This is an optimization exercise on Yosys and OpenROAD, whose aim is small area, a short achievable clock period and few clock cycles per item, not a production implementation.
The RTL of this run was laid out without a check of its function.

==> design.v <==
`default_nettype	none
module	slowmpy(i_clk, i_reset, i_stb, i_a, i_b, i_aux, o_busy,
		o_done, o_p, o_aux);
	parameter			LGNA = 6;
	parameter	[LGNA:0]	NA = 33;
	parameter	[0:0]		OPT_SIGNED = 1'b1;
	localparam	NB = NA;	 
	input	wire	i_clk, i_reset;
	input	wire	i_stb;
	input	wire	signed	[(NA-1):0]	i_a;
	input	wire	signed	[(NB-1):0]	i_b;
	input	wire				i_aux;
	output	reg				o_busy, o_done;
	output	reg	signed	[(NA+NB-1):0]	o_p;
	output	reg				o_aux;
	reg	[LGNA-1:0]	count;
	reg	[NA-1:0]	p_a;
	reg	[NB-1:0]	p_b;
	reg	[NA+NB-1:0]	partial;
	reg			aux;
	reg	almost_done;
	wire	pre_done;
	assign	pre_done = (count == 0);
	always @(posedge i_clk)
		almost_done <= (!i_reset)&&(o_busy)&&(pre_done);
	always @(posedge i_clk)
	if (i_reset)
	begin
		aux    <= 0;
		o_done <= 0;
		o_busy <= 0;
	end else if ((!o_busy)&&(i_stb))
	begin
		o_done <= 0;
		o_busy <= 1;
		aux    <= i_aux;
	end else if ((o_busy)&&(almost_done))
	begin
		o_done <= 1;
		o_busy <= 0;
	end else
		o_done <= 0;
	wire	[NA-1:0]	pwire;
	assign	pwire = (p_b[0] ? p_a : 0);
	always @(posedge i_clk)
	if (!o_busy)
	begin
		count <= NA[LGNA-1:0]-1;
		partial <= 0;
		p_a <= i_a;
		p_b <= i_b;
	end else begin
		p_b <= (p_b >> 1);
		partial[NB-2:0] <= partial[NB-1:1];
		if ((OPT_SIGNED)&&(pre_done))
			partial[NA+NB-1:NB-1] <= { 1'b0, partial[NA+NB-1:NB]} +
				{ 1'b0, pwire[NA-1], ~pwire[NA-2:0] };
		else if (OPT_SIGNED)
			partial[NA+NB-1:NB-1] <= {1'b0,partial[NA+NB-1:NB]} +
				{ 1'b0, !pwire[NA-1], pwire[NA-2:0] };
		else
			partial[NA+NB-1:NB-1] <= {1'b0, partial[NA+NB-1:NB]}
				+ ((p_b[0]) ? {1'b0,p_a} : 0);
		count <= count - 1;
	end
	always @(posedge i_clk)
	if (almost_done)
	begin
		if (OPT_SIGNED)
			o_p   <= partial[NA+NB-1:0]
				+ {1'b1,{(NA-2){1'b0}},1'b1, {(NB){1'b0}}};
		else
			o_p   <= partial[NA+NB-1:0];
		o_aux <= aux;
	end
endmodule
`default_nettype	none
module	mpyop(i_clk, i_reset, i_start, i_op, i_a, i_b, o_busy, o_last, o_next);
	input	wire		i_clk, i_reset, i_start;
	input	wire	[1:0]	i_op;	 
	input	wire	[31:0]	i_a, i_b;
	output	wire		o_busy;	 
	output	wire		o_last;	 
	output	wire	[31:0]	o_next;	 
	reg	[3:0]		stage;
	reg	signed	[33:0]	r_a;
	reg	signed	[33:0]	acc;
	reg	[31:0]		bsh;
	reg			r_sgn, r_hi;
	always @(posedge i_clk)
	if (i_reset)
		stage <= 4'h0;
	else
		stage <= { stage[2:0], i_start };
	assign	o_busy = |stage[3:0];
	assign	o_last = stage[3];
	wire	signed	[8:0]	chunk;
	assign	chunk = { stage[3] & r_sgn & bsh[7], bsh[7:0] };
	wire	signed	[42:0]	prod;
	assign	prod = acc + r_a * chunk;
	always @(posedge i_clk)
	if (i_start)
	begin
		r_a   <= { {(2){i_op[0] & i_a[31]}}, i_a };
		bsh   <= i_b;
		acc   <= 34'h0;
		r_sgn <= i_op[0];
		r_hi  <= i_op[1];
	end else begin
		acc <= prod[41:8];
		bsh <= { prod[7:0], bsh[31:8] };
	end
	assign	o_next = (r_hi) ? prod[39:8] : { prod[7:0], bsh[31:8] };
endmodule
`default_nettype	none
module	cpuops(i_clk,i_reset, i_stb, i_op, i_a, i_b, o_c, o_f, o_valid,
			o_busy);
	input	wire	i_clk, i_reset, i_stb;
	input	wire	[3:0]	i_op;
	input	wire	[31:0]	i_a, i_b;
	output	reg	[31:0]	o_c;
	output	wire	[3:0]	o_f;
	output	reg		o_valid;
	output	wire		o_busy;
	genvar	k;
	wire	[32:0]		w_lsr_result, w_asr_result, w_lsl_result;
	wire	signed	[32:0]	w_pre_asr_input, w_pre_asr_shifted;
	assign	w_pre_asr_input = { i_a, 1'b0 };
	assign	w_pre_asr_shifted = w_pre_asr_input >>> i_b[4:0];
	assign	w_asr_result = (|i_b[31:5])? {(33){i_a[31]}}
				: w_pre_asr_shifted;
	assign	w_lsr_result = ((|i_b[31:6])||(i_b[5]&&(i_b[4:0]!=0)))? 33'h00
				:((i_b[5])?{32'h0,i_a[31]}
				: ( { i_a, 1'b0 } >> (i_b[4:0]) ));
	assign	w_lsl_result = ((|i_b[31:6])||(i_b[5]&&(i_b[4:0]!=0)))? 33'h00
				:((i_b[5])?{i_a[0], 32'h0}
				: ({1'b0, i_a } << i_b[4:0]));
	wire	[31:0]	w_brev_result;
	generate
	for(k=0; k<32; k=k+1)
	begin : bit_reversal_cpuop
		assign w_brev_result[k] = i_b[31-k];
	end endgenerate
	wire	z, n, v;
	reg	c, pre_sign, set_ovfl, keep_sgn_on_ovfl;
	always @(posedge i_clk)
	if (i_stb)
		set_ovfl<=(((i_op==4'h0)&&(i_a[31] != i_b[31]))
			||((i_op==4'h2)&&(i_a[31] == i_b[31]))
			||(i_op == 4'h6)
			||(i_op == 4'h5));
	always @(posedge i_clk)
	if (i_stb)
		keep_sgn_on_ovfl<=
			(((i_op==4'h0)&&(i_a[31] != i_b[31]))
			||((i_op==4'h2)&&(i_a[31] == i_b[31])));
	wire	this_is_a_multiply_op;
	assign	this_is_a_multiply_op = (i_stb)&&((i_op[3:1]==3'h5)||(i_op[3:0]==4'hc));
	wire		mpybusy, mpylast;
	wire	[31:0]	mpy_next;
	mpyop	thempy(i_clk, i_reset, this_is_a_multiply_op, i_op[1:0],
		i_a, i_b, mpybusy, mpylast, mpy_next);
	always @(posedge i_clk)
	if (i_stb)
	begin
		pre_sign <= (i_a[31]);
		c <= 1'b0;
		casez(i_op)
		4'b0000:{c,o_c } <= {1'b0,i_a}-{1'b0,i_b};
		4'b0001:   o_c   <= i_a & i_b;
		4'b0010:{c,o_c } <= i_a + i_b;
		4'b0011:   o_c   <= i_a | i_b;
		4'b0100:   o_c   <= i_a ^ i_b;
		4'b0101:{o_c,c } <= w_lsr_result[32:0];
		4'b0110:{c,o_c } <= w_lsl_result[32:0];
		4'b0111:{o_c,c } <= w_asr_result[32:0];
		4'b1000:   o_c   <= w_brev_result;
		4'b1001:   o_c   <= { i_a[31:16], i_b[15:0] };
		default:   o_c   <= i_b;
		endcase
	end else if (mpylast)
		o_c <= mpy_next;
	assign	o_busy = mpybusy;
	assign	z = (o_c == 32'h0000);
	assign	n = (o_c[31]);
	assign	v = (set_ovfl)&&(pre_sign != o_c[31]);
	wire	vx = (keep_sgn_on_ovfl)&&(pre_sign != o_c[31]);
	assign	o_f = { v, n^vx, c, z };
	always @(posedge i_clk)
	if (i_reset)
		o_valid <= 1'b0;
	else
		o_valid <=((i_stb)&&(!this_is_a_multiply_op))||(mpylast);
endmodule
==> run.sh <==
#!/bin/bash
# synth_recipe.tcl (not shown) runs the flow's synth.tcl, then flattens the netlist and writes it again
# the make line also repeats each setting of config.mk as NAME=value (left out here)
make -C /OpenROAD-flow-scripts/flow DESIGN_CONFIG=/design/flow/config.mk WORK_HOME=/design/flow/orfs CLKGATE_MAP_FILE= SYNTH_SCRIPT=/design/flow/synth_recipe.tcl finish
==> config.mk <==
export PLATFORM = sky130hd
export DESIGN_NAME = cpuops
export DESIGN_NICKNAME = cpuops
export VERILOG_FILES = /design/flow/design.v
export SDC_FILE = /design/flow/constraint.sdc
export NUM_CORES = 4
export LEC_CHECK = 0
export CAP_MARGIN = 20
export CORE_MARGIN = 2
export CORE_UTILIZATION = 40
export SLEW_MARGIN = 20
==> constraint.sdc <==
create_clock -name core_clock -period 10.0 [get_ports {i_clk}]
set_input_delay 2.0000 -clock core_clock [delete_from_list [all_inputs] [get_ports {i_clk}]]
set_output_delay 2.0000 -clock core_clock [all_outputs]
set_load 0.01 [all_outputs]
==> results.txt <==
-- critical path: stages, from the launching register on --
cell                        delay [ns]
sky130_fd_sc_hd__dfxtp_1          0.31
sky130_fd_sc_hd__buf_4            0.34
sky130_fd_sc_hd__nand3_1          0.11
sky130_fd_sc_hd__buf_4            0.27
sky130_fd_sc_hd__or2_2            0.34
sky130_fd_sc_hd__fa_1             0.45
sky130_fd_sc_hd__fa_1             0.49
sky130_fd_sc_hd__inv_1            0.05
sky130_fd_sc_hd__fa_1             0.47
sky130_fd_sc_hd__fa_1             0.50
sky130_fd_sc_hd__inv_1            0.05
sky130_fd_sc_hd__fa_1             0.48
sky130_fd_sc_hd__inv_1            0.05
sky130_fd_sc_hd__ha_1             0.40
sky130_fd_sc_hd__o211ai_1         0.12
sky130_fd_sc_hd__nand2_1          0.16
sky130_fd_sc_hd__a31oi_4          0.13
sky130_fd_sc_hd__a211oi_2         0.39
sky130_fd_sc_hd__o2111ai_1        0.18
sky130_fd_sc_hd__a211o_1          0.35
sky130_fd_sc_hd__a31oi_1          0.31
sky130_fd_sc_hd__xnor2_1          0.20
sky130_fd_sc_hd__a221oi_1         0.80
sky130_fd_sc_hd__o31a_1           0.27
-- registers in the layout (all words and copies together), names as in the netlist, 4 cells and up --
| name | flops |
|---|---|
| thempy.r_a | 33 |
| o_c | 32 |
| thempy.acc | 34 |
| thempy.bsh | 32 |
| thempy.stage | 4 |
-- logic make-up after synthesis --
| group | Yosys count | share of synthesized area |
|---|---|---|
| compound gates | 758 | 0.198 |
| xor+xnor | 56 | 0.0190 |
| fa+ha+maj | 469 | 0.307 |
| buf+inv | 640 | 0.0991 |
| flops | 142 | 0.137 |
| simple gates | 958 | 0.174 |
| mux | 106 | 0.0658 |
-- stage by stage --
stage	setup WS (ns)	cells
after CTS	2.75	3975
after global placement	2.76	3943
after floorplan	4.09	3129
final	2.61	3975
after global routing	2.53	3975
after detailed placement	2.75	3943
-- metal layers --
metal,global-route usage,wire length [um],up-vias
li1,-,-,10600
met1,0.410,41300,12100
met2,0.483,45700,1439
met3,0.0670,10300,362
met4,0.199,7860,0
met5,0,0,-
-- final cells by class --
| cell class | count | share of cell area |
|---|---|---|
| Multi-Input combinational cell | 2347 | 0.704 |
| Clock buffer | 17 | 0.0151 |
| Sequential cell | 142 | 0.127 |
| Tap cell | 855 | 0.0380 |
| Inverter | 434 | 0.0579 |
| Timing Repair Buffer | 165 | 0.0528 |
| Clock inverter | 15 | 0.00574 |
-- cell usage in the layout, fill, tap and decap left out, types with 11 or more instances in the layout --
cell type                         synthesis  routed
sky130_fd_sc_hd__o2111ai_1               13      13
sky130_fd_sc_hd__nand4_1                 13      13
sky130_fd_sc_hd__o211ai_1                39      39
sky130_fd_sc_hd__nand3_1                 34      34
sky130_fd_sc_hd__a31oi_1                 25      25
sky130_fd_sc_hd__a221oi_1                41      41
sky130_fd_sc_hd__nor2_1                 268     268
sky130_fd_sc_hd__fa_1                   277     277
sky130_fd_sc_hd__o31ai_1                 18      18
sky130_fd_sc_hd__dfxtp_1                 71      65
sky130_fd_sc_hd__a22oi_1                 23      23
sky130_fd_sc_hd__nor4_1                  23      23
sky130_fd_sc_hd__a211oi_1                57      56
sky130_fd_sc_hd__xor2_1                  17      17
sky130_fd_sc_hd__buf_4                   14      59
sky130_fd_sc_hd__o21ai_0                149     148
sky130_fd_sc_hd__a21o_1                  45      45
sky130_fd_sc_hd__xnor2_1                 39      39
sky130_fd_sc_hd__nand2_1                320     320
sky130_fd_sc_hd__nand2b_1                14      14
sky130_fd_sc_hd__o21bai_1                21      21
sky130_fd_sc_hd__clkdlybuf4s50_1          0     102
sky130_fd_sc_hd__and3_1                  11      11
sky130_fd_sc_hd__mux2i_1                 43      43
sky130_fd_sc_hd__inv_1                  431     429
sky130_fd_sc_hd__o22ai_1                 13      13
sky130_fd_sc_hd__a21oi_1                192     192
sky130_fd_sc_hd__edfxtp_1                71      71
sky130_fd_sc_hd__clkbuf_16                0      17
sky130_fd_sc_hd__ha_1                   192     192
sky130_fd_sc_hd__and2_1                 141     141
sky130_fd_sc_hd__nor2b_1                 22      22
sky130_fd_sc_hd__mux2_2                  13      13
sky130_fd_sc_hd__nor3_1                  53      52
sky130_fd_sc_hd__mux4_2                  50      50
-- worst paths after layout --
kind / slack (ns) / cells after the start / start / endpoint
worst max-delay path: 2.61 / 23 / thempy.bsh[7] / o_c[31]
worst min-delay path: 0.44 / 2 / thempy.bsh[23] / thempy.bsh[15]
worst max register to register: 2.61 / 23 / thempy.bsh[7] / o_c[31]
worst min register to register: 0.44 / 2 / thempy.bsh[23] / thempy.bsh[15]
==> results.txt <==
CTS
------------------------------------------------------------------------------------------------------
Clock transition at the register clock pins on the worst setup and hold paths after CTS        0.08 ns
Total CTS buffers                                                                                   17
Number of buffers inserted by post-CTS setup repair                                                  0
H-tree Lvls                                                                                          4
Clock network latency to the later pin of the worst-skew pair                                  0.49 ns
# clock sinks                                                                                      142
Total of cells resized after clock tree synthesis                                                    0
TritonCTS clock tree                                                                              done
Hold Buf Count CTS                                                                                   0
Buffer type at the clock tree root                                                        sky130_fd_sc_hd__clkbuf_16
Max Root-Sink Buffers                                                                                2

FINAL LAYOUT
------------------------------------------------------------------------------------------------------
Final cell utilization of the core                                                               0.438
Fill count                                                                                       6,544
Sequential cell area in the final layout                                                  0.00356 mm^2
N_diodes                                                                                             0
Area overhead of the layout relative to synthesis                                                8.71%
Number of nets in the layout                                                                     3,647
Area used by multi-input combinational logic                                               0.0198 mm^2
Ratio of cells with drive above 1 in the final layout                                           0.0708
Finished Cell Area                                                                         0.0281 mm^2

DIE
------------------------------------------------------------------------------------------------------
Core Area                                                                                  0.0642 mm^2
Die span in x                                                                                   258 um
Floorplan row count                                                                                 93
IO Count                                                                                           109
Starting Density                                                                                 0.403
DIE AREA                                                                                   0.0667 mm^2
Vertical die dimension                                                                          258 um

ROUTING
------------------------------------------------------------------------------------------------------
Number of nets with antenna violations after routing                                                 0
Starting DRT DRC Count                                                                           3,003
Mean routed wirelength per cell                                                                26.5 um
DR pass1 iterations                                                                                  6
Routed wire length                                                                          105,000 um
Number of vias after detailed routing                                                           24,600
DR DRC count                                                                                         0
Post-DR vias/cell                                                                                 6.18

TIMING
------------------------------------------------------------------------------------------------------
RSZ-0062 raised after global routing                                                                no
Setup TNS Final                                                                                   0 ns
Final setup violation count                                                                          0
Fin. max-slew vios                                                                                   0
Largest clock skew in the final design                                                       0.0317 ns
Final Critical Period                                                                          7.39 ns
Transition time at the pin with the least slew margin                                          1.15 ns
Fin. Hold Viols                                                                                      0
Worst slew margin                                                                                0.226
FMAX                                                                                         0.135 GHz
Final-layout worst hold slack                                                                 0.445 ns
Share of the cycle needed by the critical path after routing                                     0.739

HOLD PATH
------------------------------------------------------------------------------------------------------
Worst hold path class                                                                       reg -> reg

LOGIC SYNTHESIS
------------------------------------------------------------------------------------------------------
Number of synthesis warnings                                                                         2
Total nets after synthesis                                                                       3,669
Dominant cell type by area after synthesis                                                sky130_fd_sc_hd__fa_1
Fraction of registers with async set/reset                                                           0
Biggest area contributors in the synthesized netlist                                      sky130_fd_sc_hd__fa_1 21%, sky130_fd_sc_hd__ha_1 9.3%, sky130_fd_sc_hd__edfxtp_1 8.2%, sky130_fd_sc_hd__inv_1 6.3%, sky130_fd_sc_hd__dfxtp_1 5.5%
Post-synth EDFFs                                                                                    71
Sequential-to-total area share from yosys stat                                                   0.137
Cells after synthesis                                                                            3,129
Synth Area per Inst                                                                          8.27 um^2
Fraction of post-synthesis cell area in the top cell type by area                                0.214
Most used flip-flop cell after synthesis                                                  sky130_fd_sc_hd__edfxtp_1
Flip-flop and latch count after synthesis                                                          142
Synth Cell Area                                                                            0.0259 mm^2
Cell with the most instances after synthesis                                              sky130_fd_sc_hd__inv_1
Leading cell types by count after synthesis                                               431 x sky130_fd_sc_hd__inv_1, 320 x sky130_fd_sc_hd__nand2_1, 277 x sky130_fd_sc_hd__fa_1
Distinct cell type count after synthesis                                                            99

PLACED DESIGN
------------------------------------------------------------------------------------------------------
Placed Instance Area                                                                       0.0275 mm^2
Last weighted congestion value of the routability-driven placer                                   1.12
Count of input and output buffers                                                                  108
Dpl hpwl                                                                                     81,600 um

WORST SETUP PATH
------------------------------------------------------------------------------------------------------
Critical path class                                                                         reg -> reg
Crit path arrival time                                                                         7.75 ns
Highest fanout seen on the critical path                                                            34
Critical path capture point type                                                                  flop
Required time reported for the critical path endpoint                                         10.36 ns
Type of element launching the critical path                                                       flop

GRT
------------------------------------------------------------------------------------------------------
Maximum number of pins on one net before global-route repair                                        82
Grt ovf                                                                                              0
GRT Total Usage                                                                                  0.316
Vias in the first global route                                                                  24,000
Global-route wire length before repair                                                      157,000 um
Number of antenna violations at the first check in global routing                                    1

OUTCOME
------------------------------------------------------------------------------------------------------
Run status                                                                    timing/DRC/antenna clean

JOB
------------------------------------------------------------------------------------------------------
Max-Cap Viols                                                                                        0

==> re-timing with driven ports <==
Ports are ideal in the flow. The routed layout listed here was re-timed in OpenROAD.
Step 1, drivers: a clkbuf_16 drives i_clk and a buf_2 each remaining input, both assumed.
Step 2 times the ports against the registers' clock, not the clock port: input delays grow and output delays shrink by t, the midpoint of the rising clock arrivals with the driver on.
a / b / c = no drivers / after step 1 / after step 2; a / b = the first two.
t, ns: 0.534
slack for setup (ns): 2.605 / 2.605 / 2.605
worst setup path at the end: register to register
worst slew at a driven data input, ns: 0.04
cell pins on the clock port's net: 1
After both steps setup and hold are still met in this run. For this run, drivers alone change the setup slack by 0.000 ns; drivers and shift together by 0.000 ns.
